This design comes from an exercise in tuning for small area on the open sky130 flow, not from production work. The RTL was checked by simulation tests, not by an equivalence proof against the original design. No activity file was given, so power comes from the tool's default toggle rates.

<file path="constraint.sdc">
create_clock -name core_clock -period 5.0 [get_ports {clk}]
set_input_delay 1.0000 -clock core_clock [delete_from_list [all_inputs] [get_ports {clk}]]
set_output_delay 1.0000 -clock core_clock [all_outputs]
set_load 0.01 [all_outputs]
</file>
<file path="flow/run.sh">
#!/bin/bash
# Layout flow: the standard synthesis, then the combinational logic re-mapped
# for area by Yosys/ABC (flip-flops untouched), then the standard ORFS layout
# with the port buffers made from buf_2. Each tool's output goes to a log here.
set -euo pipefail
W=$PWD
R=$W/orfs/results/sky130hd/ad9637_datapath/base
BP="BUFFER_PORTS_ARGS=-buffer_cell sky130_fd_sc_hd__buf_1"
LIB=$FLOW_HOME/platforms/sky130hd/lib/sky130_fd_sc_hd__tt_025C_1v80.lib
bash standard.sh "$BP" synth > make_synth.log 2>&1
cp "$R/1_2_yosys.v" "$W/std_1_2_yosys.v"
sed -e "s#@LIB@#$LIB#g" -e "s#@IN@#$W/std_1_2_yosys.v#" -e "s#@OUT@#$W/remap_1_2_yosys.v#" \
    -e "s#@ABC@#$W/flow/area.abc#" flow/remap.ys > remap_run.ys
yosys -s remap_run.ys > yosys_remap.log 2>&1
cp "$W/remap_1_2_yosys.v" "$R/1_2_yosys.v"
rm -f "$R/1_synth.odb" "$R/1_synth.sdc"
bash standard.sh "$BP" finish > make_finish.log 2>&1
</file>
<file path="design.v">
module utile_To_Pulse(
	input		clk,
	input		signal_in,
	output	reg	pulse_out
	);
	reg		temp_state;
	always	@(posedge clk)	begin
		temp_state	<= signal_in;
		pulse_out	<= signal_in & ~temp_state;
	end
endmodule
module Grar_Box_6b_2_12b(
	input				clk,
	input				rst,
	input				ce,			 
	input				rise,		 
	input		[5:0]	data_in,
	input				order,
	output	reg [11:0]	data_out
	);
	reg		[5:0]	w;
	reg				o1;
	always	@(posedge clk)	begin
		if (ce) begin
			w	<= data_in;
			o1	<= order;
		end
	end
	wire	[5:0]	hi = order ? data_in : (o1 ? data_out[11:6] : w);
	wire	[5:0]	lo = order ? (o1 ? w : data_out[5:0]) : data_in;
	always	@(posedge clk)	begin
		if (rst)
			data_out <= 12'd0;
		else if (rise)
			data_out <= {hi, lo};
	end
endmodule
module add_operation
(
	input				rst,
	input 				clk,
	input				ce,			 
	input				pc,			 
	input				chg,		 
	input 		[10:0]	add_times,
	input				at_nz,		 
	input				en,
	input		[11:0]	data_in,
	output	wire [22:0]	res,
	output	reg			res_ok
	);
	reg		[10:0]	cnt_add;
	reg		[11:0]	sum_lo;
	reg		[10:0]	sum_hi;
	reg				carry;
	reg		[22:0]	res_q;
	reg				flag_add_times_changed;
	assign	res = res_q;
	wire	clr  = ~en | flag_add_times_changed;
	wire	lt   = cnt_add < add_times;
	wire	run  = ~clr & ~pc;
	wire	keep = ~ce | (run & lt);
	wire	add  = ce & run;
	wire	ld   = ce & run & ~lt;
	wire	[12:0]	sum_plus = {1'b0, sum_lo} + {1'b0, data_in};
	wire	[10:0]	cnt_inc = cnt_add + 11'd1;
	always	@(posedge clk)	begin
		sum_lo	<= (sum_lo & {12{~ce}}) | (sum_plus[11:0] & {12{ce & run & lt}})
				 | (data_in & {12{ce & run & ~lt}});
		carry	<= ce & run & lt & sum_plus[12];
		sum_hi		<= keep ? sum_hi + {10'd0, carry} : 11'd0;
		cnt_add		<= (cnt_add & {11{~ce}}) | (cnt_inc & {11{ce & run & lt}})
					 | {10'd0, ce & ~clr & pc & at_nz};
	end
	always	@(posedge clk)	begin
		if (rst) begin
			flag_add_times_changed <= 1'b0;
			res_ok		<= 1'b0;
		end
		else begin
			if (ce)
				flag_add_times_changed <= en & chg;
			if (ce & clr)
				res_ok	<= 1'b0;
			else if (ld)
				res_ok	<= 1'b1;
		end
	end
	always	@(posedge clk)	begin
		if (ld)
			res_q <= {sum_hi, sum_lo};
	end
endmodule
module Data_processing
	(
	input		wire			clk,
	input		wire			rst,
	input		wire	[367:0]	res_all,	 
	input		wire	[15:0]	res_ok,
	input		wire			en_trans,
	input		wire			S_AXIS_tready,
	output		wire	[3:0]	S_AXIS_tkeep,
	output		wire			S_AXIS_tlast,
	output		wire			S_AXIS_tvalid,
	output		wire	[31:0]	S_AXIS_tdata
	);
	localparam	IDLE = 2'b00, LAST = 2'b01, WAIT = 2'b10, BEAT = 2'b11;
	wire			en_pulse;
	reg		[1:0]	state;
	reg		[15:0]	sel;
	reg		[22:0]	beat_data;
	wire	[3:0]	cnt_ch;
	assign	cnt_ch[0] = sel[1] | sel[3] | sel[5] | sel[7] | sel[9] | sel[11] | sel[13] | sel[15];
	assign	cnt_ch[1] = sel[2] | sel[3] | sel[6] | sel[7] | sel[10] | sel[11] | sel[14] | sel[15];
	assign	cnt_ch[2] = |sel[7:4] | (|sel[15:12]);
	assign	cnt_ch[3] = |sel[15:8];
	assign S_AXIS_tkeep  = 4'b1111;
	assign S_AXIS_tvalid = state[0];
	assign S_AXIS_tlast  = state[0];
	assign S_AXIS_tdata  = {cnt_ch & {4{state[0]}}, 5'd0, beat_data & {23{state[0]}}};
	utile_To_Pulse u_to_pulse_en(
		.clk		(clk),
		.signal_in	(en_trans),
		.pulse_out	(en_pulse)
	);
	reg		[22:0]	sel_res;
	integer	i;
	always @(*) begin
		sel_res = 23'd0;
		for (i = 0; i < 16; i = i + 1)
			sel_res = sel_res | (res_all[i*23 +: 23] & {23{sel[i] & res_ok[i]}});
	end
	always @(posedge clk) begin
		if (rst) begin
			state	<= IDLE;
			sel		<= 16'd1;
		end
		else if (!state[1]) begin
			sel		<= 16'd1;
			state	<= (en_pulse && S_AXIS_tready) ? WAIT : IDLE;
		end
		else if (S_AXIS_tready) begin
			if (state == WAIT)
				state	<= sel[15] ? LAST : BEAT;
			else begin
				state	<= WAIT;
				sel		<= {sel[14:0], sel[15]};
			end
		end
	end
	always @(posedge clk) begin
		if (state == WAIT && S_AXIS_tready)
			beat_data	<= sel_res;
	end
endmodule
module ad9637_datapath (
	input	wire			clk,
	input	wire			rst,			 
	input	wire			adc0_word_valid,	 
	input	wire	[47:0]	adc0_word,			 
	input	wire			adc1_word_valid,
	input	wire	[47:0]	adc1_word,
	input	wire	[15:0]	bit_order,
	input	wire	[15:0]	en_data_process,
	input	wire			en_trans,
	input	wire	[10:0]	add_times_cfg,
	input	wire			debug_choise,
	output	wire	[5:0]	led_data_show,
	input	wire			M_AXIS_tready,
	output	wire	[3:0]	M_AXIS_tkeep,
	output	wire			M_AXIS_tlast,
	output	wire			M_AXIS_tvalid,
	output	wire	[31:0]	M_AXIS_tdata,
	output	wire			M_AXIS_aresetn
);
	assign	led_data_show[5:0] = (debug_choise == 1'b1) ? adc1_word[5:0] : adc0_word[5:0];
	assign	M_AXIS_aresetn = ~rst;
	reg		[1:0]	phase;
	reg		[1:0]	pc;
	reg		[10:0]	add_times_copy0, add_times_copy1;
	wire	[1:0]	valid = {adc1_word_valid, adc0_word_valid};
	wire	[1:0]	first = ~phase;
	wire	[1:0]	rise  = valid & phase & {2{~rst}};
	wire	[1:0]	chg;
	assign	chg[0] = add_times_cfg != add_times_copy0;
	assign	chg[1] = add_times_cfg != add_times_copy1;
	always @(posedge clk) begin
		if (rst) begin
			phase <= 2'b00;
			pc <= 2'b11;
		end
		else begin
			phase <= phase ^ valid;
			pc <= pc & ~rise;
		end
		if (rst | rise[0])
			add_times_copy0 <= add_times_cfg;
		if (rst | rise[1])
			add_times_copy1 <= add_times_cfg;
	end
	wire	[95:0]	word = {adc1_word, adc0_word};
	wire	[191:0]	sample;
	wire	[367:0]	res_all;
	wire	[15:0]	res_ok;
	genvar	g;
	generate
		for (g = 0; g < 16; g = g + 1) begin: gen_ch
			Grar_Box_6b_2_12b GB(
				.clk		(clk),
				.rst		(rst),
				.ce			(first[g/8]),
				.rise		(rise[g/8]),
				.data_in	(word[g*6 +: 6]),
				.order		(bit_order[g]),
				.data_out	(sample[g*12 +: 12])
			);
			add_operation ACC(
				.rst		(rst),
				.clk		(clk),
				.ce			(rise[g/8]),
				.pc			(pc[g/8]),
				.chg		(chg[g/8]),
				.at_nz		(|add_times_cfg),
				.add_times	(add_times_cfg),
				.en			(en_data_process[g]),
				.data_in	(sample[g*12 +: 12]),
				.res		(res_all[g*23 +: 23]),
				.res_ok		(res_ok[g])
			);
		end
	endgenerate
	Data_processing	u_data_processing(
		.clk			(clk),
		.rst			(rst),
		.res_all		(res_all),
		.res_ok			(res_ok),
		.en_trans		(en_trans),
		.S_AXIS_tready	(M_AXIS_tready),
		.S_AXIS_tkeep	(M_AXIS_tkeep),
		.S_AXIS_tlast	(M_AXIS_tlast),
		.S_AXIS_tvalid	(M_AXIS_tvalid),
		.S_AXIS_tdata	(M_AXIS_tdata)
	);
endmodule
</file>
<file path="standard.sh">
#!/bin/bash
# synth_recipe.tcl (not shown) runs the flow's synth.tcl, then flattens the netlist and writes it again
# the make line also repeats each setting of config.mk as NAME=value (left out here)
make -C /OpenROAD-flow-scripts/flow DESIGN_CONFIG=/design/flow/config.mk WORK_HOME=/design/flow/orfs CLKGATE_MAP_FILE= SYNTH_SCRIPT=/design/flow/synth_recipe.tcl "${@:-finish}"
</file>
<file path="flow/area.abc">
strash
dch -f
amap
strash
dch -f
amap
strash
dch -f
amap
strash
dch -f
amap
strash
dch -f
amap
strash
dch -f
amap
strash
dch -f
amap
strash
dch -f
amap
strash
dch -f
amap
strash
dch -f
amap
strash
dch -f
amap
strash
dch -f
amap
strash
dch -f
amap
strash
dch -f
amap
strash
dch -f
amap
strash
dch -f
amap
topo
</file>
<file path="flow/remap.ys">
# Re-map the combinational logic of the standard synthesis for area. The
# flip-flops (and tie cells) stay as the standard synthesis made them, with
# the same instance names and cell types.
read_liberty -ignore_miss_func @LIB@
read_verilog @IN@
hierarchy -top ad9637_datapath
setattr -mod -set keep_hierarchy 1 sky130_fd_sc_hd__df* sky130_fd_sc_hd__edf* sky130_fd_sc_hd__conb_1
flatten
blackbox sky130_fd_sc_hd__*
opt_clean -purge
abc -liberty @LIB@ -script @ABC@ -dont_use *lpflow* -dont_use *probe*
opt_clean -purge
read_liberty -lib -ignore_redef @LIB@
hilomap -singleton -hicell sky130_fd_sc_hd__conb_1 HI -locell sky130_fd_sc_hd__conb_1 LO
splitnets
opt_clean -purge
check -assert
stat -liberty @LIB@
write_verilog -noattr -nohex -nodec @OUT@
</file>
<file path="config.mk">
export PLATFORM = sky130hd
export DESIGN_NAME = ad9637_datapath
export DESIGN_NICKNAME = ad9637_datapath
export VERILOG_FILES = /design/flow/design.v
export SDC_FILE = /design/flow/constraint.sdc
export NUM_CORES = 4
export LEC_CHECK = 0
export CAP_MARGIN = 20
export CORE_MARGIN = 2
export CORE_UTILIZATION = 70
export CTS_CLUSTER_DIAMETER = 80
export CTS_CLUSTER_SIZE = 25
export GPL_TIMING_DRIVEN = 0
export PLACE_DENSITY = 0.78
export SETUP_SLACK_MARGIN = 0.03
export SLEW_MARGIN = 20
</file>
==> impl_metrics.yaml, run 1 <==
outcome:
  status: "no timing/DRC/antenna violations"
floorplanning:
  fp.dieArea_sq_mm: 0.07896
  die_x_um: 281.0
  die_y_um: 281.0
  initial_core_util_pct: 70.72
  placement_rows: 101
  ioPinCount: 191
  fp.coreArea_sq_mm: 0.07595
clocking:
  cts_buffers: 59
  cts_root_buf: "clkbuf_16"
  ctsHtreeMaxLevel: 2
  cts_buffer_depth: 3
  ctsHoldBuffers: 0
  cts_tree: "yes"
  cts.clk_slew.worst_paths_ns: 0.10
  clk_latency_ns: 0.69
  cts.sinks: 1333
setup_path:
  reg2reg_from: "gen_ch[10].ACC.cnt_add[1]$_DFF_P_"
  arrival_ns: 5.38
  required_ns: 5.60
  r2r_end: "gen_ch[10].ACC.sum_hi[9]$_SDFF_PN0_"
  worstPathMaxFanout: 27
  end_kind: "flip-flop"
  critPathKind: "in2reg"
  rr_worst_depth: 15
  startpoint_type: "primary input"
  r2r_slack_ns: 0.62
pwr:
  power_density_mw_per_mm2: 334.3
  peakVddDrop_mv: 0.3614
  p_leak_nw: 19.66
  power_w: 0.01969
grt:
  overflow: 0
  antenna_found_initial: 6
  grt_max_degree: 84
  grt_pass1_vias: 41194
  grt_pass1_wl_mm: 237.4
  grt_usage_pct: 39.56
route:
  top_layer: "met5"
  drc_errors: 0
  routed_wirelength_mm: 158.8
  viasPerCell: 6.685
  first_pass_iters: 9
  met2_length_mm: 71.48
  drt_iter0_drc: 6035
  wl_met1_mm: 59.76
  vias: 45724
  route.met3.wl_mm: 17.55
  drt-wirelength-per-cell_um: 23.21
  ant_nets: 0
placed_design:
  hpwl_mm: 115.0
  io_buffer_count: 181
  globalplace.congestion: 0.9513
synthesis:
  syn_inst: 5459
  netlist_area_sq_mm: 0.05371
  avgSynthCellArea_sq_um: 9.839
  yosysWarnings: 5
cells_and_area:
  multi_input_area_sq_mm: 0.01991
  fillers: 5167
  final_nets: 5903
  synthToLayoutAreaGrowth_pct: 9.662
  drive_gt1_share_pct: 3.393
  seqCellArea_sq_mm: 0.03194
timing:
  period_needed_ns: 4.775
  rsz0062_at_grt: "no"
  period_share_pct: 95.50
  relSlewSlack_pct: 19.09
  finClkSkew_ns: 0.02177
  finalHoldViolCount: 0
  worstMarginPinSlew_ns: 1.206
  maxSlewViolCount: 0
  max_freq_mhz: 209.4
  whs_ns: 0.3818
  setup_viol: 0
worst_hold_path:
  min_from: "u_data_processing.u_to_pulse_en.temp_state$_DFF_P_"
  min_to: "u_data_processing.u_to_pulse_en.pulse_out$_DFF_P_"
  holdCritPathClass: "reg2reg"
  whs_path_depth: 1
run:
  cap_violations: 0
[cells in the final DEF (no fill, tap or decap), types with 63 or more instances in the layout]
master / count
a222oi_1: 67
edfxtp_1: 525
buf_1: 171
and3_1: 142
o22ai_1: 521
a211oi_1: 146
o21ai_0: 398
a21oi_1: 264
nor2_1: 677
o21a_1: 76
a22oi_1: 135
dfxtp_1: 808
clkinv_1: 577
nand2_1: 382
nor3_1: 224
clkbuf_16: 63
o221ai_1: 81
[power by group]
group          internal, W  switching (W)
combinational     0.000599        0.00105
sequential          0.0118       0.000415
clock              0.00243        0.00339
[how the worst max path moves through the flow]
| stage | cells past startpoint | from | end | slack [ns] |
|---|---|---|---|---|
| 2_1_floorplan | 14 | add_times_cfg[1] | gen_ch[6].ACC.sum_lo[10]$_DFF_P_ | 0.04 |
| 4_1_cts | 23 | add_times_cfg[2] | gen_ch[1].ACC.sum_lo[10]$_DFF_P_ | 0.03 |
| 3_5_place_dp | 21 | add_times_cfg[2] | gen_ch[11].ACC.sum_lo[7]$_DFF_P_ | -2.64 |
| 5_1_grt | 23 | add_times_cfg[1] | gen_ch[5].ACC.sum_lo[0]$_DFF_P_ | 0.04 |
| 6_report | 23 | add_times_cfg[2] | gen_ch[1].ACC.sum_lo[10]$_DFF_P_ | 0.23 |
| 3_3_place_gp | 8 | rst | gen_ch[13].ACC.sum_lo[9]$_DFF_P_ | -4.16 |
[cell type report]
class | count | share of cell area (%)
timing repair buffer | 230 | 2.781
antenna | 4 | 0.01699
tap | 1030 | 2.188
sequential | 1333 | 54.23
clock inverter | 2 | 0.05735
clock buffer | 108 | 2.961
inverter | 599 | 3.968
multi-input combinational | 3534 | 33.80
[worst max-delay path: stages]
cell,delay [ns]
buf_2,0.44
inv_8,0.18
o22ai_1,0.22
a31oi_1,0.07
o32ai_1,0.30
o21a_1,0.18
a21oi_1,0.04
o21ai_0,0.10
o221ai_1,0.14
o221ai_1,0.13
o21ai_0,0.13
o21a_1,0.13
a21oi_1,0.14
o21a_1,0.16
nor2_1,0.05
o21a_1,0.11
a21oi_2,0.35
clkinv_1,0.24
nor3_4,0.33
nand2_1,0.33
clkinvlp_4,0.33
o211ai_1,0.15
o221ai_1,0.09
[state kept, by name (all words and copies together) (netlist names)]
register and cells:
gen_ch.ACC.sum_hi 176, add_times_copy0 11, gen_ch.ACC.res_ok 16, gen_ch.GB.data_out 192, u_data_processing.u_to_pulse_en.temp_state 1, gen_ch.ACC.sum_lo 192
add_times_copy1 11, gen_ch.ACC.flag_add_times_changed 16, u_data_processing.beat_data 23, pc 2, u_data_processing.state 2, gen_ch.GB.w 96
gen_ch.ACC.cnt_add 176, gen_ch.GB.o1 16, gen_ch.ACC.carry 16, gen_ch.ACC.res_q 368, phase 2, u_data_processing.sel 16
u_data_processing.u_to_pulse_en.pulse_out 1
[per-stage QoR]
step	utilization [%]	TNS, ns	instances	setup WS [ns]	area [sq um]
after global routing	77.55	0	6839	0.04305	58900
after detailed placement	74.83	-1177.04	6721	-2.645	56830
after global placement	73.46	-2324.94	6677	-4.157	55790
after CTS	77.35	0	6831	0.03007	58750
after floorplan	-	0	5466	0.04411	53830
final	77.56	0	6840	0.2251	58900
[layer usage]
metal | up-vias | track usage (%)
met4 | 4 | 21.61
met2 | 2476 | 61.99
met5 | - | 0
li1 | 21241 | -
met1 | 21524 | 52.39
met3 | 479 | 7.307
[what timing repair did]
action	in CTS	in global routing
resized for setup	44	21
setup buffers	0	1
setup endpoints to repair	838	176
pin swaps	0	1
cloned	0	0
==> run 2, diff against run 1 <==
--- a/config.mk
+++ b/config.mk
@@ -7,3 +7,3 @@
 export LEC_CHECK = 0
-export CAP_MARGIN = 20
+export CAP_MARGIN = 5
 export CORE_MARGIN = 2
@@ -15,2 +15,2 @@
 export SETUP_SLACK_MARGIN = 0.03
-export SLEW_MARGIN = 20
+export SLEW_MARGIN = 5
==> run 2 against run 1 <==
Still clean. Sequential share of layout area increased by 0.25 points. Wire length about the same. Power decreased by 0.22%. First-iteration DRC count decreased by 5.4%. Hold slack improved by 0.012 ns. Non-clock buffer count decreased by 13. Sequential cell count unchanged. Synthesized area unchanged. Setup slack improved by 0.024 ns. Register-to-register slack improved by 0.20 ns.
==> impl_metrics.yaml, run 2 <==
synthesis:
  syn_inst: 5459
  netlist_area_sq_mm: 0.05371
  yosysWarnings: 5
  avgSynthCellArea_sq_um: 9.839
timing:
  finalHoldViolCount: 0
  rsz0062_at_grt: "yes"
  finClkSkew_ns: 0.02887
  whs_ns: 0.3938
  period_needed_ns: 4.751
  worstMarginPinSlew_ns: 1.304
  tns_ns: 0
  maxSlewViolCount: 0
  setup_viol: 0
  max_freq_mhz: 210.5
  period_share_pct: 95.02
  relSlewSlack_pct: 12.52
cells_and_area:
  fin_util_pct: 77.20
  largest_reg_flops: 368
  final_nets: 5892
  fillers: 5230
  drive_gt1_share_pct: 3.158
  synthToLayoutAreaGrowth_pct: 9.155
  largestRegisters: "gen_ch.ACC.res_q x368, gen_ch.ACC.sum_lo x192, gen_ch.GB.data_out x192"
  final_common_cell: "dfxtp_1"
  top_register: "gen_ch.ACC.res_q"
  mostFrequentLayoutCells: "dfxtp_1, nor2_1, clkinv_1"
  fin_area_sq_mm: 0.05863
floorplanning:
  placement_rows: 101
  die_x_um: 281.0
  fp.dieArea_sq_mm: 0.07896
  fp.coreArea_sq_mm: 0.07595
  die_y_um: 281.0
  ioPinCount: 191
  initial_core_util_pct: 70.72
route:
  routed_wirelength_mm: 158.7
  first_pass_iters: 10
  drt-wirelength-per-cell_um: 23.23
  drc_errors: 0
  vias: 45699
  viasPerCell: 6.690
  drt_iter0_drc: 5711
  ant_nets: 0
setup_path:
  arrival_ns: 5.32
  required_ns: 5.57
  critPathKind: "in2reg"
  startpoint_type: "primary input"
  end_kind: "flip-flop"
  worstPathMaxFanout: 26
clocking:
  cts_buffers: 59
  cts_buffer_depth: 3
  ctsHtreeMaxLevel: 2
  cts_tree: "yes"
  cts_root_buf: "clkbuf_16"
  cts.clk_slew.worst_paths_ns: 0.10
  clk_latency_ns: 0.70
  cts.sinks: 1333
grt:
  antenna_found_initial: 10
  grt_pass1_vias: 41113
  grt_max_degree: 85
  overflow: 0
  grt_pass1_wl_mm: 235.8
  grt_usage_pct: 39.33
placed_design:
  place_area_sq_mm: 0.05652
  hpwl_mm: 114.3
  io_buffer_count: 181
  globalplace.congestion: 0.9513
outcome:
  status: "no timing/DRC/antenna violations"
pwr:
  p_leak_nw: 19.56
  power_w: 0.01965
  power_density_mw_per_mm2: 335.1
  peakVddDrop_mv: 0.3507
worst_hold_path:
  holdCritPathClass: "reg2reg"
run:
  cap_violations: 0
run 2: final timing paths:
check                                                     start                                                end  slack, ns  depth (start not counted)
max                                            add_times_cfg[4]                 gen_ch[8].ACC.sum_hi[5]$_SDFF_PN0_       0.25                         16
max reg2reg                   gen_ch[10].ACC.cnt_add[1]$_DFF_P_                gen_ch[10].ACC.sum_hi[7]$_SDFF_PN0_       0.82                         15
min reg2reg  u_data_processing.u_to_pulse_en.temp_state$_DFF_P_  u_data_processing.u_to_pulse_en.pulse_out$_DFF_P_       0.39                          1
min          u_data_processing.u_to_pulse_en.temp_state$_DFF_P_  u_data_processing.u_to_pulse_en.pulse_out$_DFF_P_       0.39                          1
run 2: area by class of cell:
type                    count  area [sq um]  share of cell area (%)
diodes                      6         15.01                 0.02561
clock buffers             108          1754                   2.992
clock inverters             2         8.758                 0.01494
inverters                 599          2320                   3.957
multi-input cells        3536         19940                   34.01
flip-flops and latches   1333         31940                   54.48
well taps                1030          1289                   2.198
repair buffers            217          1365                   2.328
run 2: through the flow:
stage / instances / setup slack (ns)
4_1_cts: 6816 / 0.07148
3_3_place_gp: 6677 / -4.157
5_1_grt: 6829 / 0.009596
6_report: 6831 / 0.2490
3_5_place_dp: 6705 / -3.183
2_1_floorplan: 5466 / 0.04411
run 2: what timing repair did:
item / CTS / global route
setup buffers: 0 / 7
hold buffers: 0 / 0
setup endpoints to repair: 891 / 217
pin swaps: 1 / 5
cloned: 1 / 1
resized for setup: 57 / 23
run 2: critical path, cell delays in order:
cell and delay (ns):
clkdlybuf4s15_2 0.56, clkinv_4 0.40, a22oi_1 0.26, a222oi_1 0.09, o32ai_1 0.26, o21ai_0 0.14
o221a_1 0.16, a21oi_1 0.11, a21boi_0 0.19, nor2_1 0.07, o21a_1 0.10, a21oi_1 0.32
nand2_1 0.18, nand2_1 0.34, clkinv_1 0.70, nor3_1 0.43
run 2: power breakdown:
group	switching (W)	total [W]	internal, W
clock network	0.00339	0.00577	0.00239
logic	0.00104	0.00164	0.000598
registers	0.000414	0.0122	0.0118
total	0.00484	0.0196	0.0148
run 2: layer usage:
metal / track usage, % / part of all wire [%] / vias to the layer above
li1: - / - / 21240
met1: 51.97 / 38 / 21434
met2: 60.87 / 45 / 2521
met3: 7.424 / 11 / 500
met4: 23.16 / 6.7 / 4
met5: 0 / 0.020 / -
==> run 3, diff against run 2 <==
--- a/config.mk
+++ b/config.mk
@@ -7,3 +7,3 @@
 export LEC_CHECK = 0
-export CAP_MARGIN = 5
+export CAP_MARGIN = 0
 export CORE_MARGIN = 2
@@ -15,2 +15,2 @@
 export SETUP_SLACK_MARGIN = 0.03
-export SLEW_MARGIN = 5
+export SLEW_MARGIN = 0
==> run 3 against run 2 <==
Fmax shrank 0.10%. Clock skew grew 0.0055 ns. Critical path depth grew 7. Critical path type unchanged. Die area is the same. Power is essentially flat. Still clean on timing, DRC and antenna. Cell area grew 0.14%. Core utilization grew 0.11 points. Critical endpoint is now gen_ch[0].ACC.sum_lo[9]$_DFF_P_. Largest cell class unchanged.
==> impl_metrics.yaml, run 3 <==
timing:
  maxSlewViolCount: 0
  finalHoldViolCount: 0
  period_needed_ns: 4.756
  setup_viol: 0
  finClkSkew_ns: 0.03434
  relSlewSlack_pct: 11.26
  period_share_pct: 95.12
  rsz0062_at_grt: "no"
  worstMarginPinSlew_ns: 1.323
  max_freq_mhz: 210.3
floorplanning:
  die_y_um: 281.0
  ioPinCount: 191
  fp.coreArea_sq_mm: 0.07595
  initial_core_util_pct: 70.72
  die_x_um: 281.0
  fp.dieArea_sq_mm: 0.07896
  placement_rows: 101
setup_path:
  worstPathMaxFanout: 13
  arrival_ns: 5.36
  critPathKind: "in2reg"
  r2r_slack_ns: 0.60
  end_kind: "flip-flop"
  startpoint_type: "primary input"
  required_ns: 5.60
placed_design:
  globalplace.congestion: 0.9513
  hpwl_mm: 114.7
  place_area_sq_mm: 0.05660
  io_buffer_count: 181
route:
  ant_nets: 0
  drt_iter0_drc: 5926
  viasPerCell: 6.706
  vias: 45852
  drc_errors: 0
  first_pass_iters: 8
  routed_wirelength_mm: 158.0
  drt-wirelength-per-cell_um: 23.11
pwr:
  power_w: 0.01966
  peakVddDrop_mv: 0.3775
  p_leak_nw: 19.58
  power_density_mw_per_mm2: 334.8
grt:
  grt_pass1_wl_mm: 235.6
  grt_pass1_vias: 41195
  grt_max_degree: 84
  overflow: 0
  antenna_found_initial: 7
  grt_usage_pct: 39.24
cells_and_area:
  largestRegisters: "gen_ch.ACC.res_q x368, gen_ch.ACC.sum_lo x192, gen_ch.GB.data_out x192"
  synthToLayoutAreaGrowth_pct: 9.308
  largest_reg_flops: 368
  mostFrequentLayoutCells: "dfxtp_1, nor2_1, clkinv_1"
  drive_gt1_share_pct: 3.379
  final_common_cell: "dfxtp_1"
  top_register: "gen_ch.ACC.res_q"
  fin_area_sq_mm: 0.05871
  final_nets: 5897
clocking:
  ctsHoldBuffers: 0
  cts_tree: "yes"
  clk_latency_ns: 0.70
  ctsHtreeMaxLevel: 2
  cts_buffers: 60
  cts_root_buf: "clkbuf_16"
  cts_buffer_depth: 3
  cts.clk_slew.worst_paths_ns: 0.10
  cts.sinks: 1333
outcome:
  status: "no timing/DRC/antenna violations"
synthesis:
  yosysWarnings: 5
  netlist_area_sq_mm: 0.05371
  syn_inst: 5459
  avgSynthCellArea_sq_um: 9.839
worst_hold_path:
  holdCritPathClass: "reg2reg"
run:
  cap_violations: 0
==> run 3: changes by cell type in the layout (fill, tap and decap cells not counted), sizes merged <==
cell / previous run / this run
clkbuf: 110 / 111
buf: 210 / 213
clkdlybuf4s15: 5 / 3
clkinvlp: 1 / 8
nor2: 701 / 700
clkinv: 595 / 593
==> run 3: cell type report <==
class | count | area [sq um]
sequential | 1333 | 31940
timing repair buffer | 222 | 1450
tap | 1030 | 1289
inverter | 599 | 2350
multi-input combinational | 3535 | 19900
clock buffer | 105 | 1722
fill | 5288 | 17240
antenna | 6 | 15.01
clock inverter | 7 | 48.80
==> run 3: layer usage <==
metal / GRT usage (%) / wire [um] / vias to the layer above
met5: 0 / 21 / -
met3: 7.781 / 17440 / 467
met1: 51.70 / 59730 / 21603
met2: 61.85 / 71230 / 2526
li1: - / - / 21252
met4: 20.47 / 9565 / 4
==> run 3: power breakdown <==
| group | leakage, nW | internal (W) | switching, W |
|---|---|---|---|
| logic | 7.12 | 0.000597 | 0.00104 |
| clock network | 0.843 | 0.00237 | 0.00342 |
| registers | 11.6 | 0.0118 | 0.000413 |
==> run 3: metrics by stage <==
stage               hold WS (ns)  util (%)  instances  setup TNS, ns  setup slack [ns]
floorplan                 0.3674         -       5466              0           0.04411
global placement          0.3709     73.46       6677       -2324.94            -4.157
detailed placement        0.3803     74.53       6708       -1317.61            -3.165
CTS                       0.3935     77.12       6820              0           0.07812
global route              0.3957     77.30       6835              0           0.04416
finish                    0.3909     77.31       6837              0            0.2441
==> run 3: worst max-delay path, stage by stage <==
cell,delay (ns)
clkbuf_4,0.32
clkinv_4,0.26
nor2_1,0.15
a21oi_1,0.05
a21oi_1,0.14
o21ai_0,0.09
o221ai_1,0.09
o21ai_0,0.13
a222oi_1,0.31
nor2_1,0.09
a221oi_1,0.22
a21oi_1,0.07
o21a_1,0.13
a21oi_1,0.12
o21a_1,0.14
a21oi_1,0.04
o21a_1,0.15
a21oi_2,0.41
nor3b_2,0.48
nand2_1,0.32
clkinvlp_4,0.38
o211ai_1,0.15
o221ai_1,0.09
==> run 3: timing repair <==
item	in CTS	in global routing
endpoints found under the setup margin	878	288
buffers inserted	0	9
resized for setup	60	29
gates cloned	0	1
pin swaps	0	4
==> run 3: final timing paths <==
path	startpoint	end	cells after the start
setup / recovery	add_times_cfg[0]	gen_ch[0].ACC.sum_lo[9]$_DFF_P_	23
hold / removal	u_data_processing.u_to_pulse_en.temp_state$_DFF_P_	u_data_processing.u_to_pulse_en.pulse_out$_DFF_P_	1
setup reg to reg	phase[0]$_SDFF_PP0_	gen_ch[1].ACC.sum_lo[1]$_DFF_P_	7
hold reg to reg	u_data_processing.u_to_pulse_en.temp_state$_DFF_P_	u_data_processing.u_to_pulse_en.pulse_out$_DFF_P_	1
==> run 4, diff against run 3 <==
--- a/config.mk
+++ b/config.mk
@@ -7,5 +7,5 @@
 export LEC_CHECK = 0
-export CAP_MARGIN = 0
+export CAP_MARGIN = 5
 export CORE_MARGIN = 2
-export CORE_UTILIZATION = 70
+export CORE_UTILIZATION = 75
 export CTS_CLUSTER_DIAMETER = 80
@@ -13,4 +13,4 @@
 export GPL_TIMING_DRIVEN = 0
-export PLACE_DENSITY = 0.78
+export PLACE_DENSITY = 0.82
 export SETUP_SLACK_MARGIN = 0.03
-export SLEW_MARGIN = 0
+export SLEW_MARGIN = 5
==> run 4 against run 3 <==
Count of clock-buffer cells in the layout is 5 higher. Fmax is 1.8% lower. Clock power hardly changed. Critical path type unchanged.
==> impl_metrics.yaml, run 4 <==
pwr:
  comb_power_share_pct: 8.4
  p_leak_nw: 19.53
  net-switching-power_w: 0.004878
  p_seq_share_pct: 62.2
  peakVddDrop_mv: 0.3670
  power_density_mw_per_mm2: 336.4
  switching_share_pct: 24.79
  power_frac_clock_pct: 29.4
  intPower_w: 0.01480
setup_path:
  cp_top_family: "compound AO/OA/AOI/OAI gates"
  end_kind: "flip-flop"
  crit_top_cell: "a21oi_1"
  path_depth: 20
  critPathKind: "in2reg"
  critPathBufInv: 3
  crit_chain: "clkdlybuf4s18_2 -> clkinv_4 -> nor2_1 -> a21oi_1 -> a221oi_1 -> a21oi_1 -> o21ai_0 -> a222oi_1 -> o32ai_1 -> o21ai_0 -> o221a_1 -> a21oi_1 -> a21boi_0 -> nor2_1 -> o21a_1 -> a21oi_1 -> nand2_1 -> nand2_1 -> clkinvlp_4 -> a211oi_1"
  required_ns: 5.59
  reg2reg_from: "phase[0]$_SDFF_PP0_"
  startpoint_type: "primary input"
  worstPathMaxFanout: 21
  slowest_stage: "clkinvlp_4"
  cp-startpoint: "add_times_cfg[0]"
  rr_worst_depth: 7
  slowest_delay_ns: 0.53
  arrival_ns: 5.43
clocking:
  cts.sinks: 1333
  cts_buffer_depth: 3
  cts_buffers: 59
  cts.clk_slew.worst_paths_ns: 0.10
  clk_latency_ns: 0.69
  ctsHoldBuffers: 0
  cts_tree: "yes"
  ctsHtreeMaxLevel: 2
  cts_root_buf: "clkbuf_16"
timing:
  max_freq_mhz: 206.6
  period_needed_ns: 4.841
  relSlewSlack_pct: 10.48
  finClkSkew_ns: 0.02707
  setup_viol: 0
  period_share_pct: 96.82
  finalHoldViolCount: 0
  maxSlewViolCount: 0
  worstMarginPinSlew_ns: 1.335
  setup_slack_ns: 0.1589
  rsz0062_at_grt: "no"
route:
  viasPerCell: 6.900
  first_pass_iters: 9
  drt_iter0_drc: 6470
  routed_wirelength_mm: 160.5
  drt-wirelength-per-cell_um: 23.77
  drc_errors: 0
  vias: 46575
  ant_nets: 0
cells_and_area:
  final_nets: 5893
  fin_cells: 6750
  largestRegisters: "gen_ch.ACC.res_q x368, gen_ch.ACC.sum_lo x192, gen_ch.GB.data_out x192"
  fin_area_sq_mm: 0.05849
  largest_reg_flops: 368
  mostFrequentLayoutCells: "dfxtp_1, nor2_1, clkinv_1"
  final_common_cell: "dfxtp_1"
  top_register: "gen_ch.ACC.res_q"
  synthToLayoutAreaGrowth_pct: 8.889
  drive_gt1_share_pct: 3.243
synthesis:
  netlist_area_sq_mm: 0.05371
  yosysWarnings: 5
  avgSynthCellArea_sq_um: 9.839
  syn_inst: 5459
grt:
  antenna_found_initial: 10
  grt_util_met2_pct: 64.82
  grt-busiest-layer: "met2"
  grt_pass1_wl_mm: 239.5
  grt_max_degree: 84
  grt_usage_pct: 42.18
  grt_pass1_vias: 42427
  met3_usage_pct: 8.377
  grtUsageMet1_pct: 55.20
  overflow: 0
placed_design:
  place_worst_setup_slack_ns: -3.291
  place_area_sq_mm: 0.05636
  dp_cells: 6626
  hpwl_mm: 114.4
  globalplace.congestion: 0.9672
  io_buffer_count: 181
worst_hold_path:
  holdCritPathClass: "reg2reg"
  min_from: "u_data_processing.u_to_pulse_en.temp_state$_DFF_P_"
  whs_path_depth: 1
outcome:
  status: "no timing/DRC/antenna violations"
floorplanning:
  die_y_um: 271.6
  die_x_um: 271.6
  placement_rows: 98
  ioPinCount: 191
  fp.dieArea_sq_mm: 0.07377
  initial_core_util_pct: 75.40
  fp.coreArea_sq_mm: 0.07124
run:
  cap_violations: 0
run 4: final cells by class:
class                           instances  area (sq um)
Fill cell                            4364         12750
Multi-Input combinational cell       3535         19930
Antenna cell                            3         7.507
Inverter                              599          2331
Tap cell                              950          1189
Clock inverter                          1         8.758
Clock buffer                          110          1752
Sequential cell                      1333         31940
Timing Repair Buffer                  219          1326
run 4: per-layer routing:
metal	vias up	part of all wire, %	wire length (um)
met5	-	0.021	34
met4	6	7.4	11800
met3	552	12	19000
met2	2859	44	71390
met1	21972	36	58230
li1	21186	-	-
run 4: final timing paths:
path | slack (ns) | endpoint
min | 0.40 | u_data_processing.u_to_pulse_en.pulse_out$_DFF_P_
max reg2reg | 0.72 | gen_ch[1].ACC.sum_lo[8]$_DFF_P_
min reg2reg | 0.40 | u_data_processing.u_to_pulse_en.pulse_out$_DFF_P_
max | 0.16 | gen_ch[8].ACC.cnt_add[6]$_DFF_P_
run 4: through the flow:
step	total power [W]	setup TNS, ns	util (%)	hold slack (ns)
6_report	0.01968	0	82.10	0.3977
5_1_grt	0.02019	0	82.09	0.4074
4_1_cts	0.01953	0	81.82	0.4001
3_5_place_dp	0.01405	-1253.93	79.11	0.3848
3_3_place_gp	0.01391	-2275.57	78.18	0.3758
2_1_floorplan	0.01346	0	-	0.3674
run 4: repair_timing:
action | 4_1_cts | 5_1_grt
gates cloned | 0 | 1
gates resized for setup | 54 | 27
setup buffers | 0 | 8
pin swaps | 0 | 4
setup endpoints to repair | 885 | 176
run 4: worst reg2reg max path: cells and delay by family (launching register included):
kind | cells | cell delay, ns
DFF | 1 | 0.46
buffers and inverters | 2 | 1.24
and+or+nand+nor | 4 | 2.21
AOI/OAI and AO/OA | 1 | 0.28
run 4: power groups by stage:
stage	logic [W]	registers (W)	clock network, W
2_1_floorplan	0.00112	0.0123	0
3_3_place_gp	0.00148	0.0124	0
3_5_place_dp	0.00159	0.0125	0
4_1_cts	0.00161	0.0122	0.00571
5_1_grt	0.00182	0.0123	0.00607
6_report	0.00166	0.0122	0.00578
==> run 5, diff against run 4 <==
--- a/config.mk
+++ b/config.mk
@@ -8,4 +8,6 @@
 export CAP_MARGIN = 5
+export CELL_PAD_IN_SITES_DETAIL_PLACEMENT = 0
+export CELL_PAD_IN_SITES_GLOBAL_PLACEMENT = 0
 export CORE_MARGIN = 2
-export CORE_UTILIZATION = 75
+export CORE_UTILIZATION = 70
 export CTS_CLUSTER_DIAMETER = 80
@@ -13,3 +15,3 @@
 export GPL_TIMING_DRIVEN = 0
-export PLACE_DENSITY = 0.82
+export PLACE_DENSITY = 0.78
 export SETUP_SLACK_MARGIN = 0.03
==> run 5 against run 4 <==
Wire length is 1.1% lower. Sequential share of layout area is 0.13 points lower. Combinational power hardly changed. Sequential cell count stayed put. Core utilization is 4.9 points lower.
==> impl_metrics.yaml, run 5 <==
floorplanning:
  ioPinCount: 191
  placement_rows: 101
  die_y_um: 281.0
  initial_core_util_pct: 70.72
  die_x_um: 281.0
  fp.dieArea_sq_mm: 0.07896
  fp.coreArea_sq_mm: 0.07595
run:
  cap_violations: 0
cells_and_area:
  fin_util_pct: 77.20
  fillers: 5230
  final_common_cell: "dfxtp_1"
  largestRegisters: "gen_ch.ACC.res_q x368, gen_ch.ACC.sum_lo x192, gen_ch.GB.data_out x192"
  multi_input_area_sq_mm: 0.01994
  seqCellArea_sq_mm: 0.03194
  largest_reg_flops: 368
  drive_gt1_share_pct: 3.158
  mostFrequentLayoutCells: "dfxtp_1, nor2_1, clkinv_1"
  synthToLayoutAreaGrowth_pct: 9.155
  final_nets: 5892
  top_register: "gen_ch.ACC.res_q"
clocking:
  cts_buffers: 59
  cts_tree: "yes"
  cts.clk_slew.worst_paths_ns: 0.10
  ctsHtreeMaxLevel: 2
  cts_buffer_depth: 3
  ctsHoldBuffers: 0
  clk_latency_ns: 0.70
  cts_root_buf: "clkbuf_16"
  cts.sinks: 1333
grt:
  grt_max_degree: 85
  grt_pass1_wl_mm: 235.8
  grt_pass1_vias: 41113
  antenna_found_initial: 10
  overflow: 0
  grt_usage_pct: 39.33
placed_design:
  hpwl_mm: 114.3
  globalplace.congestion: 0.9513
  io_buffer_count: 181
route:
  first_pass_iters: 10
  drt-wirelength-per-cell_um: 23.23
  drc_errors: 0
  vias: 45699
  drt_iter0_drc: 5711
  viasPerCell: 6.690
  ant_nets: 0
  routed_wirelength_mm: 158.7
setup_path:
  end_kind: "flip-flop"
  worstPathMaxFanout: 26
  critPathKind: "in2reg"
  startpoint_type: "primary input"
  required_ns: 5.57
  arrival_ns: 5.32
synthesis:
  syn_inst: 5459
  netlist_area_sq_mm: 0.05371
  avgSynthCellArea_sq_um: 9.839
  yosysWarnings: 5
timing:
  finalHoldViolCount: 0
  period_needed_ns: 4.751
  maxSlewViolCount: 0
  period_share_pct: 95.02
  max_freq_mhz: 210.5
  worstMarginPinSlew_ns: 1.304
  tns_ns: 0
  rsz0062_at_grt: "yes"
  relSlewSlack_pct: 12.52
  finClkSkew_ns: 0.02887
  setup_viol: 0
outcome:
  status: "no timing/DRC/antenna violations"
pwr:
  peakVddDrop_mv: 0.3507
  power_density_mw_per_mm2: 335.1
  p_leak_nw: 19.56
worst_hold_path:
  holdCritPathClass: "reg2reg"
run 5: metal layers:
metal,vias to the layer above,track usage (%),part of all wire [%]
li1,21240,-,-
met1,21434,51.97,38
met2,2521,60.87,45
met3,500,7.424,11
met4,4,23.16,6.7
met5,-,0,0.020
run 5: worst max-delay path, stage by stage:
cell and delay (ns):
clkdlybuf4s15_2 0.56, clkinv_4 0.40, a22oi_1 0.26, a222oi_1 0.09
o32ai_1 0.26, o21ai_0 0.14, o221a_1 0.16, a21oi_1 0.11
a21boi_0 0.19, nor2_1 0.07, o21a_1 0.10, a21oi_1 0.32
nand2_1 0.18, nand2_1 0.34, clkinv_1 0.70, nor3_1 0.43
run 5: final timing paths:
path	to	cells past startpoint	startpoint	slack [ns]
setup / recovery	gen_ch[8].ACC.sum_hi[5]$_SDFF_PN0_	16	add_times_cfg[4]	0.25
hold / removal	u_data_processing.u_to_pulse_en.pulse_out$_DFF_P_	1	u_data_processing.u_to_pulse_en.temp_state$_DFF_P_	0.39
hold reg to reg	u_data_processing.u_to_pulse_en.pulse_out$_DFF_P_	1	u_data_processing.u_to_pulse_en.temp_state$_DFF_P_	0.39
setup reg to reg	gen_ch[10].ACC.sum_hi[7]$_SDFF_PN0_	15	gen_ch[10].ACC.cnt_add[1]$_DFF_P_	0.82
run 5: per-stage QoR:
step	cells	hold WS [ns]	worst slack, ns	area (sq um)	power (W)
finish	6831	0.3938	0.2490	58630	0.01965
global route	6829	0.4006	0.009596	58630	0.02020
CTS	6816	0.3952	0.07148	58480	0.01956
detailed placement	6705	0.3797	-3.183	56520	0.01404
global placement	6677	0.3709	-4.157	55790	0.01392
floorplan	5466	0.3674	0.04411	53830	0.01346
run 5: repair_timing:
action | in CTS | in global routing
cloned | 1 | 1
setup endpoints to repair | 891 | 217
pin swaps | 1 | 5
gates resized for setup | 57 | 23
setup buffers | 0 | 7
run 5: cell type report:
type	count	share of cell area (%)
sequential	1333	54.48
clock buffer	108	2.992
tap	1030	2.198
antenna	6	0.02561
multi-input combinational	3536	34.01
timing repair buffer	217	2.328
clock inverter	2	0.01494
inverter	599	3.957
run 5: where the power goes:
| group | internal, W | total, W | leakage [nW] | switching [W] |
|---|---|---|---|---|
| sequential | 0.0118 | 0.0122 | 11.6 | 0.000414 |
| combinational | 0.000598 | 0.00164 | 7.10 | 0.00104 |
| clock | 0.00239 | 0.00577 | 0.842 | 0.00339 |
| total | 0.0148 | 0.0196 | 19.6 | 0.00484 |
==> run 6, diff against run 5 <==
--- a/config.mk
+++ b/config.mk
@@ -8,8 +8,6 @@
 export CAP_MARGIN = 5
-export CELL_PAD_IN_SITES_DETAIL_PLACEMENT = 0
-export CELL_PAD_IN_SITES_GLOBAL_PLACEMENT = 0
 export CORE_MARGIN = 2
 export CORE_UTILIZATION = 70
-export CTS_CLUSTER_DIAMETER = 80
-export CTS_CLUSTER_SIZE = 25
+export CTS_CLUSTER_DIAMETER = 60
+export CTS_CLUSTER_SIZE = 30
 export GPL_TIMING_DRIVEN = 0
==> run 6 against run 5 <==
Count of clock-buffer cells in the layout decreased by 14. Clock power up 34%. Combinational power barely moved. Sequential cell count did not move.
==> impl_metrics.yaml, run 6 <==
grt:
  grt_usage_pct: 40.05
  grt_pass1_wl_mm: 239.9
  grt_max_degree: 85
  overflow: 0
  grt_pass1_vias: 41878
  antenna_found_initial: 8
setup_path:
  r2r_slack_ns: 0.73
  arrival_ns: 5.34
  worstPathMaxFanout: 26
  crit_chain: "clkdlybuf4s15_2 -> clkinv_4 -> or2_0 -> a222oi_1 -> nor2_1 -> a221oi_1 -> a21oi_1 -> o21a_1 -> a21oi_1 -> o21a_1 -> a21oi_1 -> o21a_1 -> a21oi_2 -> nor3b_4 -> nand2_1 -> clkinvlp_4 -> o211ai_1 -> o221ai_1"
  startpoint_type: "primary input"
  critPathKind: "in2reg"
  rr_worst_depth: 15
  required_ns: 5.60
  slowest_stage: "clkdlybuf4s15_2"
  end_kind: "flip-flop"
  r2r_end: "gen_ch[10].ACC.sum_hi[5]$_SDFF_PN0_"
  reg2reg_from: "gen_ch[10].ACC.cnt_add[1]$_DFF_P_"
  slowest_delay_ns: 0.56
pwr:
  comb_power_share_pct: 7.6
  net-switching-power_w: 0.005661
  p_seq_share_pct: 56.5
  switching_share_pct: 26.16
  power_w: 0.02164
  p_leak_nw: 20.14
  peakVddDrop_mv: 0.3994
  power_frac_clock_pct: 35.9
  intPower_w: 0.01598
  power_density_mw_per_mm2: 361.7
floorplanning:
  die_y_um: 281.0
  initial_core_util_pct: 70.72
  die_x_um: 281.0
  fp.coreArea_sq_mm: 0.07595
  fp.dieArea_sq_mm: 0.07896
  ioPinCount: 191
  placement_rows: 101
route:
  top_layer: "met5"
  routed_wirelength_mm: 160.7
  viasPerCell: 6.725
  drt-wirelength-per-cell_um: 23.39
  route.met3.wl_mm: 17.54
  drc_errors: 0
  vias: 46192
  drt_iter0_drc: 5839
  met2_length_mm: 71.52
  wl_met1_mm: 60.23
  ant_nets: 0
  first_pass_iters: 9
cells_and_area:
  final_common_cell: "dfxtp_1"
  top_register: "gen_ch.ACC.res_q"
  final_nets: 5913
  largestRegisters: "gen_ch.ACC.res_q x368, gen_ch.ACC.sum_lo x192, gen_ch.GB.data_out x192"
  fin_util_pct: 78.79
  fin_area_sq_mm: 0.05984
  mostFrequentLayoutCells: "dfxtp_1, nor2_1, clkinv_1"
  drive_gt1_share_pct: 4.508
  synthToLayoutAreaGrowth_pct: 11.40
  largest_reg_flops: 368
timing:
  finalHoldViolCount: 0
  max_freq_mhz: 210.7
  maxSlewViolCount: 0
  worstMarginPinSlew_ns: 1.297
  relSlewSlack_pct: 13.01
  period_share_pct: 94.94
  period_needed_ns: 4.747
  rsz0062_at_grt: "no"
  finClkSkew_ns: 0.02517
  setup_viol: 0
worst_hold_path:
  min_to: "u_data_processing.u_to_pulse_en.pulse_out$_DFF_P_"
  whs_path_depth: 1
  holdCritPathClass: "reg2reg"
  min_from: "u_data_processing.u_to_pulse_en.temp_state$_DFF_P_"
synthesis:
  yosysWarnings: 5
  syn_inst: 5459
  avgSynthCellArea_sq_um: 9.839
  netlist_area_sq_mm: 0.05371
placed_design:
  io_buffer_count: 181
  globalplace.congestion: 0.9513
  hpwl_mm: 114.3
  place_area_sq_mm: 0.05652
clocking:
  cts.sinks: 1333
  cts_buffer_depth: 3
  cts_tree: "yes"
  ctsHtreeMaxLevel: 3
  cts_root_buf: "clkbuf_16"
  cts.clk_slew.worst_paths_ns: 0.10
  cts_buffers: 80
  clk_latency_ns: 0.68
run:
  cap_violations: 0
outcome:
  status: "no timing/DRC/antenna violations"
[run 6: area by class of cell]
type	count	area (sq um)
inverters	599	2338
clock inverters	55	747.0
repair buffers	217	1355
fillers	4998	16110
multi-input cells	3536	19940
diodes	5	12.51
flip-flops and latches	1333	31940
clock buffers	94	2212
well taps	1030	1289
[run 6: critical path, delay by kind of cell]
kind | cells | cell delay, ns
simple gates | 4 | 1.13
buf+inv | 3 | 1.31
compound gates | 11 | 1.88
[run 6: layer usage]
| layer | up-vias | track usage [%] |
|---|---|---|
| li1 | 21308 | - |
| met1 | 21705 | 52.28 |
| met2 | 2633 | 61.80 |
| met3 | 542 | 8.047 |
| met4 | 4 | 24.78 |
| met5 | - | 0 |
[run 6: power groups by stage]
| stage | combinational, W | clock, W | sequential [W] |
|---|---|---|---|
| after global placement | 0.00148 | 0 | 0.0124 |
| after detailed placement | 0.00158 | 0 | 0.0125 |
| after global routing | 0.00183 | 0.00811 | 0.0123 |
| after CTS | 0.00161 | 0.00771 | 0.0122 |
| after floorplan | 0.00112 | 0 | 0.0123 |
| final | 0.00165 | 0.00776 | 0.0122 |
[run 6: stage by stage]
step                      setup WS, ns  setup TNS, ns  hold WS, ns  cells
after global routing           0.06223              0       0.4077   6867
after global placement          -4.157       -2324.94       0.3709   6677
after detailed placement        -3.183       -1313.22       0.3797   6705
after CTS                      0.05108              0       0.3911   6855
after floorplan                0.04411              0       0.3674   5466
final                           0.2528              0       0.3922   6869
[run 6: repair_timing]
action / in CTS / in global routing
setup endpoints to repair: 899 / 253
resized for setup: 56 / 30
pin swaps: 1 / 4
hold buffers: 0 / 0
buffers inserted: 0 / 7
gates cloned: 1 / 1
endpoints found under the hold margin: 0 / 0
[run 6: how the worst max path moves through the flow]
stage | start | to | slack (ns) | cells after the start
after detailed placement | add_times_cfg[3] | gen_ch[15].ACC.carry$_DFF_P_ | -3.18 | 19
after global routing | add_times_cfg[3] | gen_ch[4].ACC.carry$_DFF_P_ | 0.06 | 17
after CTS | add_times_cfg[2] | gen_ch[2].ACC.cnt_add[1]$_DFF_P_ | 0.05 | 19
after global placement | rst | gen_ch[13].ACC.sum_lo[9]$_DFF_P_ | -4.16 | 8
final | add_times_cfg[4] | gen_ch[0].ACC.sum_lo[10]$_DFF_P_ | 0.25 | 18
after floorplan | add_times_cfg[1] | gen_ch[6].ACC.sum_lo[10]$_DFF_P_ | 0.04 | 14
==> run 7, diff against run 6 <==
--- a/flow/run.sh
+++ b/flow/run.sh
@@ -3,3 +3,3 @@
 # for area by Yosys/ABC (flip-flops untouched), then the standard ORFS layout
-# with the port buffers made from buf_2. Each tool's output goes to a log here.
+# with the port buffers made from buf_1. Each tool's output goes to a log here.
 set -euo pipefail
--- a/config.mk
+++ b/config.mk
@@ -10,4 +10,4 @@
 export CORE_UTILIZATION = 70
-export CTS_CLUSTER_DIAMETER = 60
-export CTS_CLUSTER_SIZE = 30
+export CTS_CLUSTER_DIAMETER = 80
+export CTS_CLUSTER_SIZE = 25
 export GPL_TIMING_DRIVEN = 0
==> run 7 against run 6 <==
Count of clock-buffer cells in the layout increased by 14. Critical path type unchanged. Register-to-register slack improved by 0.09 ns. Critical path depth decreased by 2. Via count decreased by 1.1%. Synthesized cell count unchanged. Sequential cell count unchanged. Clock skew increased by 0.0037 ns. Fmax about the same. Critical endpoint is now gen_ch[8].ACC.sum_hi[5]$_SDFF_PN0_. Global-route usage decreased by 0.72 points. Cell area decreased by 2.0%.
==> impl_metrics.yaml, run 7 <==
setup_path:
  slowest_delay_ns: 0.70
  startpoint_type: "primary input"
  critPathBufInv: 3
  slowest_stage: "clkinv_1"
  critPathKind: "in2reg"
  end_kind: "flip-flop"
  crit_chain: "clkdlybuf4s15_2 -> clkinv_4 -> a22oi_1 -> a222oi_1 -> o32ai_1 -> o21ai_0 -> o221a_1 -> a21oi_1 -> a21boi_0 -> nor2_1 -> o21a_1 -> a21oi_1 -> nand2_1 -> nand2_1 -> clkinv_1 -> nor3_1"
  arrival_ns: 5.32
  rr_worst_depth: 15
  cp_top_family: "buffers and inverters"
  worstPathMaxFanout: 26
  path_depth: 16
  required_ns: 5.57
floorplanning:
  ioPinCount: 191
  die_y_um: 281.0
  fp.dieArea_sq_mm: 0.07896
  fp.coreArea_sq_mm: 0.07595
  initial_core_util_pct: 70.72
  placement_rows: 101
  die_x_um: 281.0
clocking:
  cts_tree: "yes"
  ctsHoldBuffers: 0
  cts.sinks: 1333
  cts_buffer_depth: 3
  clk_latency_ns: 0.70
  ctsHtreeMaxLevel: 2
  cts_root_buf: "clkbuf_16"
  cts.clk_slew.worst_paths_ns: 0.10
  cts_buffers: 59
grt:
  grt_pass1_vias: 41113
  antenna_found_initial: 10
  grt-busiest-layer: "met2"
  grtUsageMet1_pct: 51.97
  grt_pass1_wl_mm: 235.8
  grt_max_degree: 85
  met3_usage_pct: 7.424
  grt_util_met2_pct: 60.87
  overflow: 0
  grt_usage_pct: 39.33
worst_hold_path:
  holdCritPathClass: "reg2reg"
  whs_path_depth: 1
pwr:
  peakVddDrop_mv: 0.3507
  p_leak_nw: 19.56
  power_density_mw_per_mm2: 335.1
route:
  ant_nets: 0
  first_pass_iters: 10
  drc_errors: 0
  drt-wirelength-per-cell_um: 23.23
  drt_iter0_drc: 5711
  vias: 45699
  viasPerCell: 6.690
  routed_wirelength_mm: 158.7
cells_and_area:
  largest_reg_flops: 368
  drive_gt1_share_pct: 3.158
  fin_cells: 6831
  fillers: 5230
  largestRegisters: "gen_ch.ACC.res_q x368, gen_ch.ACC.sum_lo x192, gen_ch.GB.data_out x192"
  mostFrequentLayoutCells: "dfxtp_1, nor2_1, clkinv_1"
  final_common_cell: "dfxtp_1"
  final_nets: 5892
  seqCellArea_sq_mm: 0.03194
  multi_input_area_sq_mm: 0.01994
  synthToLayoutAreaGrowth_pct: 9.155
  top_register: "gen_ch.ACC.res_q"
timing:
  worstMarginPinSlew_ns: 1.304
  finClkSkew_ns: 0.02887
  rsz0062_at_grt: "yes"
  relSlewSlack_pct: 12.52
  period_needed_ns: 4.751
  setup_viol: 0
  tns_ns: 0
  period_share_pct: 95.02
  finalHoldViolCount: 0
  maxSlewViolCount: 0
  max_freq_mhz: 210.5
outcome:
  status: "no timing/DRC/antenna violations"
placed_design:
  dp_cells: 6705
  hpwl_mm: 114.3
  globalplace.congestion: 0.9513
  io_buffer_count: 181
synthesis:
  netlist_area_sq_mm: 0.05371
  avgSynthCellArea_sq_um: 9.839
  syn_inst: 5459
  yosysWarnings: 5
run:
  cap_violations: 0
## run 7: worst register-to-register path, stage by stage, from the launching register on
cell	delay, ns
dfxtp_1	0.41
clkinv_1	0.10
a22oi_1	0.19
a221oi_1	0.07
o32ai_1	0.23
o21ai_0	0.12
a31oi_1	0.18
a211oi_1	0.06
o31ai_1	0.09
o311ai_0	0.18
o211ai_1	0.11
o21ai_0	0.25
nand4_1	0.64
clkinv_1	0.63
nor2_4	0.59
nor3_1	0.18
## run 7: metrics by stage
step / total power (W) / hold slack [ns] / worst slack, ns / util, % / area, sq um
2_1_floorplan: 0.01346 / 0.3674 / 0.04411 / - / 53830
3_3_place_gp: 0.01392 / 0.3709 / -4.157 / 73.46 / 55790
3_5_place_dp: 0.01404 / 0.3797 / -3.183 / 74.42 / 56520
4_1_cts: 0.01956 / 0.3952 / 0.07148 / 77.00 / 58480
5_1_grt: 0.02020 / 0.4006 / 0.009596 / 77.19 / 58630
6_report: 0.01965 / 0.3938 / 0.2490 / 77.20 / 58630
## run 7: what timing repair did
item,in CTS,in global routing
pin swaps,1,5
gates resized for setup,57,23
setup endpoints to repair,891,217
buffers inserted,0,7
gates cloned,1,1
## run 7: path summary, 6_finish.rpt
kind                                                      start                                                end  slack [ns]
min reg2reg  u_data_processing.u_to_pulse_en.temp_state$_DFF_P_  u_data_processing.u_to_pulse_en.pulse_out$_DFF_P_        0.39
max reg2reg                   gen_ch[10].ACC.cnt_add[1]$_DFF_P_                gen_ch[10].ACC.sum_hi[7]$_SDFF_PN0_        0.82
min          u_data_processing.u_to_pulse_en.temp_state$_DFF_P_  u_data_processing.u_to_pulse_en.pulse_out$_DFF_P_        0.39
max                                            add_times_cfg[4]                 gen_ch[8].ACC.sum_hi[5]$_SDFF_PN0_        0.25
## run 7: area by class of cell
type                       instances  share of cell area [%]
multi-input combinational       3536                   34.01
antenna                            6                 0.02561
clock buffer                     108                   2.992
clock inverter                     2                 0.01494
inverter                         599                   3.957
sequential                      1333                   54.48
tap                             1030                   2.198
timing repair buffer             217                   2.328
## run 7: metal layers
| layer | vias up | share of wire (%) | routed length, um |
|---|---|---|---|
| met3 | 500 | 11 | 17550 |
| met1 | 21434 | 38 | 59810 |
| li1 | 21240 | - | - |
| met2 | 2521 | 45 | 70740 |
| met5 | - | 0.020 | 31 |
| met4 | 4 | 6.7 | 10580 |
## run 7: where the power goes
part	total, W	switching, W	leakage (nW)	internal, W
registers	0.0122	0.000414	11.6	0.0118
logic	0.00164	0.00104	7.10	0.000598
clock network	0.00577	0.00339	0.842	0.00239
total	0.0196	0.00484	19.6	0.0148
==> run 8, diff against run 7 <==
--- a/config.mk
+++ b/config.mk
@@ -7,3 +7,3 @@
 export LEC_CHECK = 0
-export CAP_MARGIN = 5
+export CAP_MARGIN = 20
 export CORE_MARGIN = 2
@@ -15,2 +15,2 @@
 export SETUP_SLACK_MARGIN = 0.03
-export SLEW_MARGIN = 5
+export SLEW_MARGIN = 20
==> run 8 against run 7 <==
Core utilization grew 0.36 points. Wire length about the same. Hold slack worse by 0.012 ns. Final cell count up 0.13%.
==> impl_metrics.yaml, run 8 <==
outcome:
  status: "no timing/DRC/antenna violations"
route:
  drt_iter0_drc: 6035
  viasPerCell: 6.685
  vias: 45724
  ant_nets: 0
  routed_wirelength_mm: 158.8
  drc_errors: 0
  drt-wirelength-per-cell_um: 23.21
  first_pass_iters: 9
grt:
  grt_max_degree: 84
  antenna_found_initial: 6
  grt_pass1_vias: 41194
  overflow: 0
  grt_usage_pct: 39.56
  grt_pass1_wl_mm: 237.4
setup_path:
  critPathKind: "in2reg"
  rr_worst_depth: 15
  end_kind: "flip-flop"
  required_ns: 5.60
  worstPathMaxFanout: 27
  r2r_slack_ns: 0.62
  r2r_end: "gen_ch[10].ACC.sum_hi[9]$_SDFF_PN0_"
  arrival_ns: 5.38
  startpoint_type: "primary input"
  reg2reg_from: "gen_ch[10].ACC.cnt_add[1]$_DFF_P_"
floorplanning:
  initial_core_util_pct: 70.72
  die_y_um: 281.0
  fp.dieArea_sq_mm: 0.07896
  placement_rows: 101
  ioPinCount: 191
  die_x_um: 281.0
  fp.coreArea_sq_mm: 0.07595
timing:
  setup_viol: 0
  rsz0062_at_grt: "no"
  maxSlewViolCount: 0
  worstMarginPinSlew_ns: 1.206
  period_needed_ns: 4.775
  whs_ns: 0.3818
  max_freq_mhz: 209.4
  finalHoldViolCount: 0
  period_share_pct: 95.50
  relSlewSlack_pct: 19.09
  finClkSkew_ns: 0.02177
worst_hold_path:
  whs_path_depth: 1
  min_to: "u_data_processing.u_to_pulse_en.pulse_out$_DFF_P_"
  min_from: "u_data_processing.u_to_pulse_en.temp_state$_DFF_P_"
  holdCritPathClass: "reg2reg"
cells_and_area:
  multi_input_area_sq_mm: 0.01991
  largest_reg_flops: 368
  largestRegisters: "gen_ch.ACC.res_q x368, gen_ch.ACC.sum_lo x192, gen_ch.GB.data_out x192"
  mostFrequentLayoutCells: "dfxtp_1, nor2_1, clkinv_1"
  fin_cells: 6840
  final_nets: 5903
  seqCellArea_sq_mm: 0.03194
  fillers: 5167
  top_register: "gen_ch.ACC.res_q"
  synthToLayoutAreaGrowth_pct: 9.662
  final_common_cell: "dfxtp_1"
  drive_gt1_share_pct: 3.393
clocking:
  cts_tree: "yes"
  cts_buffers: 59
  clk_latency_ns: 0.69
  cts_buffer_depth: 3
  cts.sinks: 1333
  ctsHtreeMaxLevel: 2
  cts_root_buf: "clkbuf_16"
  cts.clk_slew.worst_paths_ns: 0.10
  ctsHoldBuffers: 0
pwr:
  switching_share_pct: 24.61
  comb_power_share_pct: 8.3
  intPower_w: 0.01485
  net-switching-power_w: 0.004845
  p_seq_share_pct: 62.1
  p_leak_nw: 19.66
  power_density_mw_per_mm2: 334.3
  peakVddDrop_mv: 0.3614
  power_frac_clock_pct: 29.5
run:
  cap_violations: 0
synthesis:
  netlist_area_sq_mm: 0.05371
  yosysWarnings: 5
  syn_inst: 5459
  avgSynthCellArea_sq_um: 9.839
placed_design:
  dp_cells: 6721
  io_buffer_count: 181
  hpwl_mm: 115.0
  globalplace.congestion: 0.9513
## run 8: layout make-up
type                            instances  share of cell area, %
Clock inverter                          2                0.05735
Timing Repair Buffer                  230                  2.781
Clock buffer                          108                  2.961
Antenna cell                            4                0.01699
Multi-Input combinational cell       3534                  33.80
Tap cell                             1030                  2.188
Sequential cell                      1333                  54.23
Inverter                              599                  3.968
## run 8: routing by layer
| layer | part of all wire (%) | track usage, % | up-vias |
|---|---|---|---|
| met4 | 6.3 | 21.61 | 4 |
| met2 | 45 | 61.99 | 2476 |
| met3 | 11 | 7.307 | 479 |
| met5 | 0.020 | 0 | - |
| met1 | 38 | 52.39 | 21524 |
| li1 | - | - | 21241 |
## run 8: worst max-delay path by stage
stage	from	end	slack (ns)	cells past startpoint
floorplan	add_times_cfg[1]	gen_ch[6].ACC.sum_lo[10]$_DFF_P_	0.04	14
global placement	rst	gen_ch[13].ACC.sum_lo[9]$_DFF_P_	-4.16	8
detailed placement	add_times_cfg[2]	gen_ch[11].ACC.sum_lo[7]$_DFF_P_	-2.64	21
CTS	add_times_cfg[2]	gen_ch[1].ACC.sum_lo[10]$_DFF_P_	0.03	23
global route	add_times_cfg[1]	gen_ch[5].ACC.sum_lo[0]$_DFF_P_	0.04	23
finish	add_times_cfg[2]	gen_ch[1].ACC.sum_lo[10]$_DFF_P_	0.23	23
## run 8: timing repair
action | 4_1_cts | 5_1_grt
buffers inserted | 0 | 1
endpoints found under the hold margin | 0 | 0
pin swaps | 0 | 1
endpoints found under the setup margin | 838 | 176
cloned | 0 | 0
gates resized for setup | 44 | 21
## run 8: power groups by stage
stage	registers (W)	clock network, W	logic [W]
floorplan	0.0123	0	0.00112
global placement	0.0124	0	0.00148
detailed placement	0.0125	0	0.00159
CTS	0.0122	0.00577	0.00161
global route	0.0123	0.00612	0.00183
finish	0.0122	0.00581	0.00164
## run 8: metrics by stage
stage	instance area, sq um	TNS (ns)	utilization, %	worst slack [ns]	power (W)
global route	58900	0	77.55	0.04305	0.02025
finish	58900	0	77.56	0.2251	0.01969
global placement	55790	-2324.94	73.46	-4.157	0.01392
floorplan	53830	0	-	0.04411	0.01346
CTS	58750	0	77.35	0.03007	0.01959
detailed placement	56830	-1177.04	74.83	-2.645	0.01405
## run 8: critical path, cell delays in order
cell        delay (ns)
buf_2             0.44
inv_8             0.18
o22ai_1           0.22
a31oi_1           0.07
o32ai_1           0.30
o21a_1            0.18
a21oi_1           0.04
o21ai_0           0.10
o221ai_1          0.14
o221ai_1          0.13
o21ai_0           0.13
o21a_1            0.13
a21oi_1           0.14
o21a_1            0.16
nor2_1            0.05
o21a_1            0.11
a21oi_2           0.35
clkinv_1          0.24
nor3_4            0.33
nand2_1           0.33
clkinvlp_4        0.33
o211ai_1          0.15
o221ai_1          0.09

==> afterwards: timing with drivers on the ports <==
The results above use ideal ports. As a check the final layouts listed here were re-extracted and re-timed, cells and wires unchanged. Step 1 sets driving cells, clkbuf_16 on the clock port and buf_2 on the other inputs (assumed; they add their load-dependent delay and slew). Step 2 also shifts input and output timing later by t, the mid clock arrival at the registers, as if the neighbouring blocks saw the same clock. Slacks: no drivers / after step 1 / after step 2; pairs: no drivers / after step 1.
run | t, ns | slack for setup (ns) | worst setup path after step 2 | worst slew at a driven data input, ns | cell pins on the clock port's net
run 1 | 0.757 | 0.225 / 0.278 / -0.479 | input to register | 0.10 | 1
run 2 | 0.758 | 0.249 / 0.304 / -0.453 | input to register | 0.11 | 1
run 3 | 0.752 | 0.244 / 0.288 / -0.464 | input to register | 0.11 | 1
run 4 | 0.758 | 0.159 / 0.211 / -0.546 | input to register | 0.08 | 1
run 5 | 0.758 | 0.249 / 0.304 / -0.453 | input to register | 0.11 | 1
run 6 | 0.744 | 0.253 / 0.304 / -0.441 | input to register | 0.12 | 1
run 7 | 0.758 | 0.249 / 0.304 / -0.453 | input to register | 0.11 | 1
run 8 | 0.757 | 0.225 / 0.278 / -0.479 | input to register | 0.10 | 1
Met with ideal ports but missed after step 2: setup timing in every run listed. For run 3, which loses most, drivers alone change the setup slack by +0.044 ns; drivers and shift together by -0.708 ns.
